This design comes from an exercise in tuning for small area and a short achievable clock period on the open sky130 flow, not from production work.

==> flow/design.v <==
module Cordic (
  input  wire        in_clk,
  input  wire        in_rst,
  input  wire        in_enable,
  input  wire [15:0] in_x,
  input  wire [15:0] in_y,
  output wire        out_valid,
  output wire [18:0] out_phase,
  output wire [15:0] out_x,
  output wire [15:0] out_y
);
  function [18:0] atan;
    input integer i;
    begin
      case (i)
        0: atan = 19'h0c90f;
        1: atan = 19'h076b1;
        2: atan = 19'h03eb6;
        3: atan = 19'h01fd5;
        4: atan = 19'h00ffa;
        5: atan = 19'h007ff;
        6: atan = 19'h003ff;
        default: atan = 19'h001ff;
      endcase
    end
  endfunction
  reg [12:0] vld;
  always @(posedge in_clk or negedge in_rst)
    if (!in_rst) vld <= 13'b0;
    else         vld <= {vld[11:0], in_enable};
  assign out_valid = vld[12];
  reg signed [16:0] xr [0:8];
  reg signed [16:0] yr [0:8];
  reg        [7:0]  dr [1:9];    
  always @(posedge in_clk) begin
    xr[0] <= {in_x[15], in_x};
    yr[0] <= {in_y[15], in_y};
  end
  genvar i;
  generate
    for (i = 0; i < 8; i = i + 1) begin : g_stage
      wire               d  = yr[i][16];
      wire signed [16:0] xs = xr[i] >>> i;
      wire signed [16:0] ys = yr[i] >>> i;
      wire        [16:0] xn, yn;
      padd #(.N(17), .ARCH(0)) u_xadd (.a(xr[i]), .b(ys ^ {17{d}}),  .cin(d),  .s(xn));
      padd #(.N(17), .ARCH(0)) u_yadd (.a(yr[i]), .b(xs ^ {17{~d}}), .cin(~d), .s(yn));
      always @(posedge in_clk) begin
        xr[i+1] <= xn;
        yr[i+1] <= yn;
      end
      if (i == 0) begin : g_d0
        always @(posedge in_clk) dr[1] <= {7'b0, d};
      end else begin : g_dn
        always @(posedge in_clk) dr[i+1] <= (dr[i] & ((8'd1 << i) - 8'd1)) | ({7'b0, d} << i);
      end
    end
  endgenerate
  reg [15:0] xa, ya;      
  reg [11:0] xb, yb;      
  reg        xc, yc;      
  function [28:0] gain1;   
    input signed [16:0] v;
    reg signed [18:0] a;
    reg signed [23:0] b;
    reg        [3:0]  lo;
    begin
      a  = (v <<< 2) + v;
      b  = (v <<< 6) + (v <<< 3) + v;
      lo = {1'b0, a[2:0]} - {1'b0, b[11:9]} - {3'b0, |v[8:0]};
      gain1 = {lo[3], a[18:3], b[23:12]};
    end
  endfunction
  wire [28:0] gx = gain1(xr[8]);
  wire [28:0] gy = gain1(yr[8]);
  always @(posedge in_clk) begin
    {xc, xa, xb} <= gx;
    {yc, ya, yb} <= gy;
    dr[9]        <= dr[8];
  end
  function [18:0] zsum;
    input [3:0] dirs;
    input integer base;
    integer k;
    begin
      zsum = 19'd0;
      for (k = 0; k < 4; k = k + 1)
        zsum = dirs[k] ? zsum - atan(base + k) : zsum + atan(base + k);
    end
  endfunction
  wire [18:0] zlo [0:15];
  wire [18:0] zhi [0:15];
  genvar j;
  generate
    for (j = 0; j < 16; j = j + 1) begin : g_ztab
      assign zlo[j] = zsum(j, 0);
      assign zhi[j] = zsum(j, 4);
    end
  endgenerate
  reg [15:0] ox, oy;
  reg [18:0] oz;
  always @(posedge in_clk) begin
    ox <= xa - {{4{xb[11]}}, xb} - xc;
    oy <= ya - {{4{yb[11]}}, yb} - yc;
    oz <= zlo[dr[9][3:0]] + zhi[dr[9][7:4]];
  end
  assign out_x = ox;
  assign out_y = oy;
  assign out_phase = oz;
endmodule
module padd #(parameter N = 17, ARCH = 0) (
  input  wire [N-1:0] a,
  input  wire [N-1:0] b,
  input  wire         cin,
  output wire [N-1:0] s
);
  localparam W = N + 1;              
  localparam L = $clog2(W);
  localparam D = 2 * L;              
  wire [W*(D+1)-1:0] g, p;           
  assign g[W-1:0] = {a & b, cin};
  assign p[W-1:0] = {a ^ b, 1'b0};
  genvar l, k;
  generate
    for (l = 0; l < D; l = l + 1) begin : lv
      for (k = 0; k < W; k = k + 1) begin : bt
        localparam integer J =
          (ARCH == 0) ? ((l < L && ((k >> l) & 1)) ? ((k >> l) << l) - 1 : -1) :
          (ARCH == 2) ? ((l < L && k >= (1 << l)) ? k - (1 << l) : -1) :
          (l < L) ? ((((k + 1) % (2 << l)) == 0) ? k - (1 << l) : -1) :
          (l < 2 * L - 1) ? (((((k + 1) % (2 << (2 * L - 2 - l))) == (1 << (2 * L - 2 - l))) &&
                              k >= (2 << (2 * L - 2 - l))) ? k - (1 << (2 * L - 2 - l)) : -1) : -1;
        if (J >= 0) begin : c
          assign g[(l+1)*W+k] = g[l*W+k] | (p[l*W+k] & g[l*W+J]);
          assign p[(l+1)*W+k] = p[l*W+k] & p[l*W+J];
        end else begin : n
          assign g[(l+1)*W+k] = g[l*W+k];
          assign p[(l+1)*W+k] = p[l*W+k];
        end
      end
    end
  endgenerate
  assign s = p[W-1:1] ^ g[D*W+N-1:D*W];
endmodule
module CordicVectoring (
  input  wire        in_clk,
  input  wire        in_rst,
  input  wire        in_enable,
  input  wire [15:0] in_x,
  input  wire [15:0] in_y,
  output wire        out_valid,
  output wire [18:0] out_phase,
  output wire [15:0] out_x,
  output wire [15:0] out_y
);
  Cordic u_cordic (
    .in_clk    (in_clk),
    .in_rst    (in_rst),
    .in_enable (in_enable),
    .in_x      (in_x),
    .in_y      (in_y),
    .out_valid (out_valid),
    .out_phase (out_phase),
    .out_x     (out_x),
    .out_y     (out_y)
  );
endmodule
clock: 9.0 ns
lec_check: 0
cap_margin: 20
core_margin: 2
core_utilization: 40
cts_buf_list: sky130_fd_sc_hd__clkbuf_4 sky130_fd_sc_hd__clkbuf_8
slew_margin: 20
standard.sh (not shown) runs the stock make flow with config.mk's settings and CLKGATE_MAP_FILE= SYNTH_SCRIPT=/design/flow/synth_recipe.tcl, a recipe that flattens the netlist after the stock synthesis.
==> flow/flow/run.sh <==
#!/bin/bash
set -euo pipefail
bash standard.sh \
  SETUP_SLACK_MARGIN=${MARGIN:-6.0} \
  "BUFFER_PORTS_ARGS=-buffer_cell sky130_fd_sc_hd__buf_2" \
  finish > standard.log 2>&1
Then changed:
==> flow/flow/run.sh (replaced) <==
#!/bin/bash
set -euo pipefail
bash standard.sh \
  SETUP_SLACK_MARGIN=${MARGIN:-5.8} \
  "BUFFER_PORTS_ARGS=-buffer_cell sky130_fd_sc_hd__buf_2" \
  finish > standard.log 2>&1
Settings changed: CTS_BUF_LIST sky130_fd_sc_hd__clkbuf_4 sky130_fd_sc_hd__clkbuf_8 to not set.
Wire length fell by 5.7%.
Clock skew decreases by 0.029 ns.
Setup slack gets worse by 0.099 ns.
Sequential share of layout area rises by 0.76 points.
Synthesized area stays the same.
Die area does not change.
Then changed:
==> flow/flow/run.sh (replaced) <==
#!/bin/bash
set -euo pipefail
bash standard.sh \
  SETUP_SLACK_MARGIN=${MARGIN:-6.1} \
  "BUFFER_PORTS_ARGS=-buffer_cell sky130_fd_sc_hd__buf_2" \
  finish > standard.log 2>&1
Global-route usage went up by 0.50 points.
Final area went up by 4.4%.
Hold slack is worse by 0.023 ns.
Flip-flop and latch count stays the same.
Worst setup slack is better by 0.082 ns.
No functional check of the RTL was part of any run of this note.

[what the ideal ports hide]
How much do the figures lean on ideal ports? The routed layouts below were timed once more, with nothing changed but the port constraints.
Step 1, drivers: a clkbuf_16 drives in_clk and a buf_2 each remaining input, both assumed.
Step 2, shift: input delay + t, output delay - t, t = (earliest + latest rising clock arrival at the registers) / 2. This alone moves slack from input paths to output paths.
Slacks: ideal ports / drivers / drivers and shift; pairs: ideal ports / drivers.
run | shift t [ns] | setup WS [ns] | worst hold slack (ns) | worst setup path after step 2 | cell pins on the clock port's net
the first run | 0.718 | 6.056 / 6.000 / 6.062 | 0.289 / 0.289 / 0.289 | register to register | 1
the second run | 0.653 | 5.958 / 5.958 / 5.958 | 0.325 / 0.325 / 0.325 | register to register | 1
the third run | 0.659 | 6.040 / 6.040 / 6.040 | 0.301 / 0.301 / 0.301 | register to register | 1
After both steps setup and hold are still met in every run listed.
